This is an optimization exercise on Yosys and OpenROAD, whose aim is small area, a short achievable clock period and few clock cycles, not a production implementation. Where RTL was checked, it was by simulation tests only, not by an equivalence proof against the original. Power figures rest on the tool's default switching activity, not on a simulated workload.

// conv_acc
module conv_acc(
    input         clk,
    input         rst_n,
    input         in_valid,
    input  [31:0] in_data,
    output        in_ready,
    output        out_valid,
    output [19:0] out_data
);
localparam W = 20;
localparam M_W = 2'd0, M_ING = 2'd1, M_FL = 2'd2;
reg [1:0] mode;
reg [1:0] widx;
reg [1:0] phase;
reg [4:0] col;
reg [4:0] row;
reg [4:0] rot;
reg       rdy;       
reg       ingc;      
reg       fl;        
wire adv      = (in_valid & ingc) | fl;
wire last_col = (col == 5'd27);
function [23:0] nxt;
    input       v;
    input [1:0] mode;
    input [1:0] widx;
    input [1:0] phase;
    input [4:0] col;
    input [4:0] row;
    input [4:0] rot;
    input       ingc;
    input       fl;
    reg [1:0] mode_n, widx_n, phase_n;
    reg [4:0] col_n, row_n, rot_n;
    reg at_start, a, lc;
    begin
        at_start = (row == 5'd0) && (col == 5'd0);
        lc       = (col == 5'd27);
        a        = (v & ingc) | fl;
        mode_n  = mode;
        widx_n  = widx;
        phase_n = phase;
        col_n   = col;
        row_n   = row;
        rot_n   = rot;
        if (a) begin
            rot_n = 5'd0;
            col_n = lc ? 5'd0 : col + 5'd1;
            row_n = lc ? row + 5'd1 : row;
        end else if (rot != 5'd0 || (mode == M_ING && !at_start)) begin
            rot_n = (rot == 5'd27) ? 5'd0 : rot + 5'd1;
        end
        if (v & ingc)
            phase_n = phase + 2'd1;
        case (mode)
            M_W: if (v) begin
                widx_n = (widx == 2'd2) ? 2'd0 : widx + 2'd1;
                if (widx == 2'd2) mode_n = M_ING;
            end
            M_ING: if (a && row == 5'd27 && lc) mode_n = M_FL;
            default: if (row == 5'd29) begin
                mode_n = M_W;
                row_n  = 5'd0;
                col_n  = 5'd0;
            end
        endcase
        nxt = {mode_n, widx_n, phase_n, col_n, row_n, rot_n,
               (mode_n == M_W) || ((mode_n == M_ING) && (phase_n == 2'd3) &&
                                   ((rot_n == 5'd0) || (row_n == 5'd0 && col_n == 5'd0))),
               (mode_n == M_ING) && ((rot_n == 5'd0) || (row_n == 5'd0 && col_n == 5'd0)),
  ...
export LEC_CHECK = 0
export CAP_MARGIN = 20
export CORE_MARGIN = 2
export CORE_UTILIZATION = 40
export SETUP_SLACK_MARGIN = 5
export SLEW_MARGIN = 20
create_clock -name core_clock -period 9.0 [get_ports {clk}]
run.sh (not shown) runs the stock make flow with config.mk's settings and CLKGATE_MAP_FILE= SYNTH_SCRIPT=/design/flow/synth_recipe.tcl, a recipe that flattens the netlist after the stock synthesis.
Rerun with:
Settings changed: CORE_UTILIZATION 40 to 65, PLACE_DENSITY from default to 0.72.
What happened:
- sequential share of layout area went up by 1.2 points
- power went down by 5.0%
- worst setup slack degrades by 0.058 ns
- final cell count went down by 11%
No run of this note included a check of the RTL's function; only the layout flow was run.

* * *

== sierra ==
Another version of the RTL of conv_acc (not shown whole).
For scale: about 57 I/O pins, ~35000 sq um of cells after synthesis.
clock: 9.0 ns
lec_check: 0
abc_area: 1
cap_margin: 20
core_margin: 2
core_utilization: 65
cts_cluster_diameter: 100
cts_cluster_size: 24
place_density: 0.72
slew_margin: 20
synth_hierarchical: 1
synth_minimum_keep_size: 0
standard.sh (not shown) runs the stock make flow with config.mk's settings and CLKGATE_MAP_FILE= SYNTH_SCRIPT=/design/flow/synth_recipe.tcl, a recipe that flattens the netlist after the stock synthesis.
==> flow/flow/run.sh <==
#!/bin/bash
set -euo pipefail
export SETUP_SLACK_MARGIN=5.8
bash standard.sh > standard.log 2>&1
sierra went all the way through the flow, and no timing, DRC or antenna check failed.
Testbench counts of sierra, summed over its fixed seeds: cycles 19,296.
### sierra -> violet
# sierra
export LEC_CHECK = 0
export ABC_AREA = 1
export CAP_MARGIN = 20
export CORE_MARGIN = 2
export CORE_UTILIZATION = 65
export CTS_CLUSTER_DIAMETER = 100
export CTS_CLUSTER_SIZE = 24
export PLACE_DENSITY = 0.72
export SLEW_MARGIN = 20
export SYNTH_HIERARCHICAL = 1
export SYNTH_MINIMUM_KEEP_SIZE = 0
create_clock -name core_clock -period 9.0 [get_ports {clk}]
# violet
export LEC_CHECK = 0
export ABC_AREA = 1
export CAP_MARGIN = 20
export CORE_MARGIN = 2
export CORE_UTILIZATION = 65
export PLACE_DENSITY = 0.72
export SLEW_MARGIN = 20
export SYNTH_HIERARCHICAL = 1
export SYNTH_MINIMUM_KEEP_SIZE = 0
create_clock -name core_clock -period 9.0 [get_ports {clk}]
Notes after the runs:
- Across sierra and violet, the outcome is the same: a clean finish for every run.
- Going from sierra to violet, the summed area of non-filler cells in the final layout was found to have gone up by 3.4%.
- Comparing violet against sierra, there is no change at all in number of standard-cell rows in the floorplan.
- Taking sierra as the reference, in violet combinational share of power -3.7 points; fmax picked up an extra about 3.3%; wire length of the first global-routing pass has increased.
diff inputs: violet => fjord
# violet
export LEC_CHECK = 0
export ABC_AREA = 1
export CAP_MARGIN = 20
export CORE_MARGIN = 2
export CORE_UTILIZATION = 65
export PLACE_DENSITY = 0.72
export SLEW_MARGIN = 20
export SYNTH_HIERARCHICAL = 1
export SYNTH_MINIMUM_KEEP_SIZE = 0
create_clock -name core_clock -period 9.0 [get_ports {clk}]
# fjord
export LEC_CHECK = 0
export ABC_AREA = 1
export CAP_MARGIN = 20
export CORE_MARGIN = 2
export CORE_UTILIZATION = 65
export CTS_CLUSTER_DIAMETER = 100
export CTS_CLUSTER_SIZE = 30
export PLACE_DENSITY = 0.72
export SLEW_MARGIN = 20
export SYNTH_HIERARCHICAL = 1
export SYNTH_MINIMUM_KEEP_SIZE = 0
create_clock -name core_clock -period 9.0 [get_ports {clk}]
- Relative to violet, number of buffers outside the clock class in the layout decreased by 1.8% in fjord.
- For the count of non-filler cells in the finished layout, fjord came in about 2% lower than violet did.
- | total of clock buffers placed in the layout | higher: violet |
- Looking at startpoint of the most critical setup path, the k3[0] result is from fjord; the k0[2] one comes from violet.
What amber does differently from fjord at the input level:
==> flow/flow/run.sh <==
#!/bin/bash
set -euo pipefail
export SETUP_SLACK_MARGIN=6.1
bash standard.sh > standard.log 2>&1
==> results.txt <==
fjord and amber ended up with nearly the same clock insertion delay at the later pin of the skew report.
Against fjord, amber comes in 1.9 points higher on combinational cell fraction of total power.
fjord → amber: met3 routing resource usage after global routing has decreased; total grt overflow roughly the same; cell-internal power rose by about 2%; highest achievable clock rate dropped about 1.5%.
The timing endpoint of the critical path comes out o[69] in one run and r1[28] in the other, namely in amber and fjord respectively.
For nickel, these inputs were changed with respect to amber:
# amber
export LEC_CHECK = 0
export ABC_AREA = 1
export CAP_MARGIN = 20
export CORE_MARGIN = 2
export CORE_UTILIZATION = 65
export CTS_CLUSTER_DIAMETER = 100
export CTS_CLUSTER_SIZE = 30
export PLACE_DENSITY = 0.72
export SLEW_MARGIN = 20
export SYNTH_HIERARCHICAL = 1
export SYNTH_MINIMUM_KEEP_SIZE = 0
create_clock -name core_clock -period 9.0 [get_ports {clk}]
# nickel
export LEC_CHECK = 0
export ABC_AREA = 1
export CAP_MARGIN = 20
export CORE_MARGIN = 2
export CORE_UTILIZATION = 65
export CTS_CLUSTER_DIAMETER = 60
export CTS_CLUSTER_SIZE = 30
export PLACE_DENSITY = 0.72
export SLEW_MARGIN = 20
export SYNTH_HIERARCHICAL = 1
export SYNTH_MINIMUM_KEEP_SIZE = 0
create_clock -name core_clock -period 9.0 [get_ports {clk}]
==> flow/flow/run.sh <==
#!/bin/bash
set -euo pipefail
export SETUP_SLACK_MARGIN=5.8
bash standard.sh > standard.log 2>&1
The post-route clock period utilization reported for nickel is smaller than that of amber by 0.33 points.
From amber to nickel the numbers moved as follows: adder-cell share of the synthesized area held steady; required time of the worst setup path shrank by 0.16 ns.
Diff nickel and amber: arrival time reported for the critical path endpoint higher in amber

* * *

conv_acc, a different RTL version from the one above (not shown whole).
For scale: roughly 3100 cells after synthesis, ~57 I/O pins, roughly 35000 um^2 of cells after synthesis.
export LEC_CHECK = 0
export ABC_AREA = 1
export CAP_MARGIN = 20
export CORE_MARGIN = 2
export CORE_UTILIZATION = 65
export CTS_CLUSTER_DIAMETER = 100
export CTS_CLUSTER_SIZE = 24
export PLACE_DENSITY = 0.72
export SLEW_MARGIN = 20
export SYNTH_HIERARCHICAL = 1
export SYNTH_MINIMUM_KEEP_SIZE = 0
create_clock -name core_clock -period 9.0 [get_ports {clk}]
==> flow/flow/run.sh <==
#!/bin/bash
set -euo pipefail
export SETUP_SLACK_MARGIN=6.0
bash standard.sh > standard.log 2>&1
Testbench counts at the start, summed over its fixed seeds: cycles 19,296.
Rerun with:
==> flow/flow/run.sh (replaced) <==
#!/bin/bash
set -euo pipefail
export SETUP_SLACK_MARGIN=5.8
bash standard.sh > standard.log 2>&1
What happened: Total power shrinks by 3.4%; global-route usage decreases by 3.0 points; final area fell by 3.0%; flip-flop and latch count does not change; count of clock-buffer cells in the layout fell by 1; wire length went down by 8.5%; sequential power hardly moves; synthesized area does not change; clock power is about the same; register-to-register slack loses 0.08 ns; sequential share of layout area came out higher by 1.4 points.

* * *

Setup of run A:
conv_acc, a different RTL version from the one above (not shown whole).
Size in the first run: about 3300 cells after synthesis, roughly 57 I/O pins, ~36000 um2 of cells after synthesis.
export LEC_CHECK = 0
export ABC_AREA = 1
export CAP_MARGIN = 20
export CORE_MARGIN = 2
export CORE_UTILIZATION = 65
export CTS_CLUSTER_DIAMETER = 100
export CTS_CLUSTER_SIZE = 24
export PLACE_DENSITY = 0.72
export SLEW_MARGIN = 20
export SYNTH_HIERARCHICAL = 1
export SYNTH_MINIMUM_KEEP_SIZE = 0
create_clock -name core_clock -period 9.0 [get_ports {clk}]
==> flow/flow/run.sh <==
#!/bin/bash
set -euo pipefail
export SETUP_SLACK_MARGIN=6.4
export BUFFER_PORTS_ARGS="-buffer_cell sky130_fd_sc_hd__buf_2"
bash standard.sh > standard.log 2>&1
Run A ended with every stage complete and zero timing, DRC or antenna violations.
Testbench counts of run A, summed over its fixed seeds: cycles 19,304.
What run B does differently from run A at the input level:
diff --git a/flow/flow/run.sh b/flow/flow/run.sh
--- a/flow/flow/run.sh
+++ b/flow/flow/run.sh
@@ -3 +3 @@
-export SETUP_SLACK_MARGIN=6.4
+export SETUP_SLACK_MARGIN=6.0
--- outcome ---
For run B, the kind of critical path was flip-flop to flip-flop, unlike run A, where it was flip-flop to primary output.
Run B vs. run A: routed wire length now sits lower, relative contribution of the clock network to total power now sits higher, fraction of area in registers now sits higher.
Looking at critical path's slowest cell, the dfrtp_1 result is from run A; the inv_1 one comes from run B.
Run B vs run A, wire length of the first global-routing pass went down by 9.3%.
Run A → run B: wire length on met1 decreased about 7%; via count lower; non-clock buffer area fraction after layout now sits lower; headroom to the max-slew limit decreased 3.6 points.
In terms of post-placement cell count, run B and run A differ only marginally.
--- input diff run B..run C ---
diff --git a/flow/flow/run.sh b/flow/flow/run.sh
--- a/flow/flow/run.sh
+++ b/flow/flow/run.sh
@@ -3 +3 @@
-export SETUP_SLACK_MARGIN=6.0
+export SETUP_SLACK_MARGIN=6.2
==> comparison <==
The higher data required time at the worst endpoint of run B and run C is in run B. In the reports for run B and run C, the smaller clock share of power belongs to run C. As far as synthesis-stage register bit count goes, run B and run C are indistinguishable; the numbers are identical. The lower routed wire length came out of run B. Run B → run C: design area now sits higher; number of antenna violations at the first check in global routing now sits lower. Diff run B..run C | count of cell types in the netlist | unchanged. Run B and run C ended up with nearly the same met2 track demand over resource in global routing. Sequential share of layout area, run B and run C: larger value in run B.
#### Input delta (run D over run C)
Settings: changing CORE_UTILIZATION from 65 to 55; changing PLACE_DENSITY from 0.72 to 0.65.
Notes after the runs:
Run C and run D all finish clean.
Cell area after layout (higher): run D
Against run C, via count in run D came out better.
Diff run C -> run D: width of the die +about 9%; count of buffers not belonging to the clock network in the layout -about 3%; core box area +9600 um2; wire length reported by the detailed router -670 um.

* * *

conv_acc, a different RTL version from the one above (not shown whole).
Size: ~3,200 cells after synthesis, roughly 830 flip-flops, ~34,000 um2 of cells after synthesis.
==> flow/design.v (excerpt) <==
module conv_acc(
    input         clk,
    input         rst_n,
    input         in_valid,
    input  [31:0] in_data,
    output        in_ready,
    output        out_valid,
    output [19:0] out_data
);
export LEC_CHECK = 0
export ABC_AREA = 1
export CAP_MARGIN = 20
export CORE_MARGIN = 2
export CORE_UTILIZATION = 65
export CTS_CLUSTER_DIAMETER = 100
export CTS_CLUSTER_SIZE = 24
export PLACE_DENSITY = 0.72
export SLEW_MARGIN = 20
export SYNTH_HIERARCHICAL = 1
export SYNTH_MINIMUM_KEEP_SIZE = 0
create_clock -name core_clock -period 9.0 [get_ports {clk}]
==> flow/flow/run.sh <==
#!/bin/bash
set -euo pipefail
export SETUP_SLACK_MARGIN=5.8
export BUFFER_PORTS_ARGS="-buffer_cell sky130_fd_sc_hd__buf_2"
bash standard.sh > standard.log 2>&1
The starting point produced a clean layout.
Testbench counts at the start, summed over its fixed seeds: cycles 19,296.
==> next run, changes <==
==> flow/flow/run.sh (replaced) <==
#!/bin/bash
set -euo pipefail
export SETUP_SLACK_MARGIN=5.8
bash standard.sh > standard.log 2>&1
Hold slack gains 4.3 ps. Cell area rose by about 0.7%. Maximum frequency fell by 1.5%.

* * *

conv_acc again, from the RTL that the note above started with.
export LEC_CHECK = 0
export ABC_AREA = 1
export CAP_MARGIN = 20
export CORE_MARGIN = 2
export CORE_UTILIZATION = 65
export CTS_CLUSTER_DIAMETER = 100
export CTS_CLUSTER_SIZE = 24
export PLACE_DENSITY = 0.72
export SLEW_MARGIN = 20
export SYNTH_HIERARCHICAL = 1
export SYNTH_MINIMUM_KEEP_SIZE = 0
create_clock -name core_clock -period 9.0 [get_ports {clk}]
==> flow/flow/run.sh <==
#!/bin/bash
set -euo pipefail
export SETUP_SLACK_MARGIN=6.0
bash standard.sh > standard.log 2>&1
The baseline produced a clean layout.
Testbench counts at the start, summed over its fixed seeds: cycles 19,296.
Edit:
==> flow/flow/run.sh (replaced) <==
#!/bin/bash
set -euo pipefail
export SETUP_SLACK_MARGIN=6.1
export BUFFER_PORTS_ARGS="-buffer_cell sky130_fd_sc_hd__buf_2"
bash standard.sh > standard.log 2>&1
=>
- design area rises slightly
- hold slack is about the same
- clock power stays flat

-- what the ideal ports hide --
The results above use ideal ports. As a check the final layouts listed here were re-extracted and re-timed, cells and wires unchanged. Step 1 sets driving cells, clkbuf_16 on the clock port and buf_2 on the other inputs (assumed; they add their load-dependent delay and slew). Step 2 times the ports against the registers' clock, not the clock port: input delays grow and output delays shrink by t, the midpoint of the rising clock arrivals with the driver on. Slacks: ideal ports / drivers / drivers and shift; pairs: ideal ports / drivers.
run	shift t [ns]	slack for setup (ns)	worst setup path after step 2	pins driven straight from the clock port
the first run of note 1	0.736	5.252 / 5.252 / 5.252	register to register	1
the second run of note 1	0.718	5.194 / 5.194 / 5.194	register to register	1
sierra	0.696	5.642 / 5.642 / 5.386	input to register	1
violet	0.726	5.750 / 5.750 / 5.319	input to register	1
fjord	0.671	5.742 / 5.742 / 5.369	input to register	1
amber	0.669	5.693 / 5.693 / 5.606	input to register	1
nickel	0.700	5.723 / 5.723 / 5.383	input to register	1
the first run of note 3	0.697	5.836 / 5.836 / 5.691	input to register	1
the second run of note 3	0.673	5.756 / 5.756 / 5.335	input to register	1
run A	0.690	6.069 / 6.007 / 5.836	input to register	1
run B	0.674	5.992 / 5.992 / 5.676	input to register	1
run C	0.668	6.076 / 6.017 / 5.719	input to register	1
run D	0.695	6.070 / 6.003 / 5.799	input to register	1
the first run of note 5	0.658	5.809 / 5.809 / 5.809	register to register	1
the second run of note 5	0.654	5.760 / 5.760 / 5.378	input to register	1
the first run of note 6	0.664	5.814 / 5.814 / 5.766	input to register	1
the second run of note 6	0.677	5.816 / 5.816 / 5.715	input to register	1
After both steps every run listed still meets setup and hold. The setup slack of violet, which loses most, moves by 0.000 ns with the drivers and by -0.431 ns with both steps.
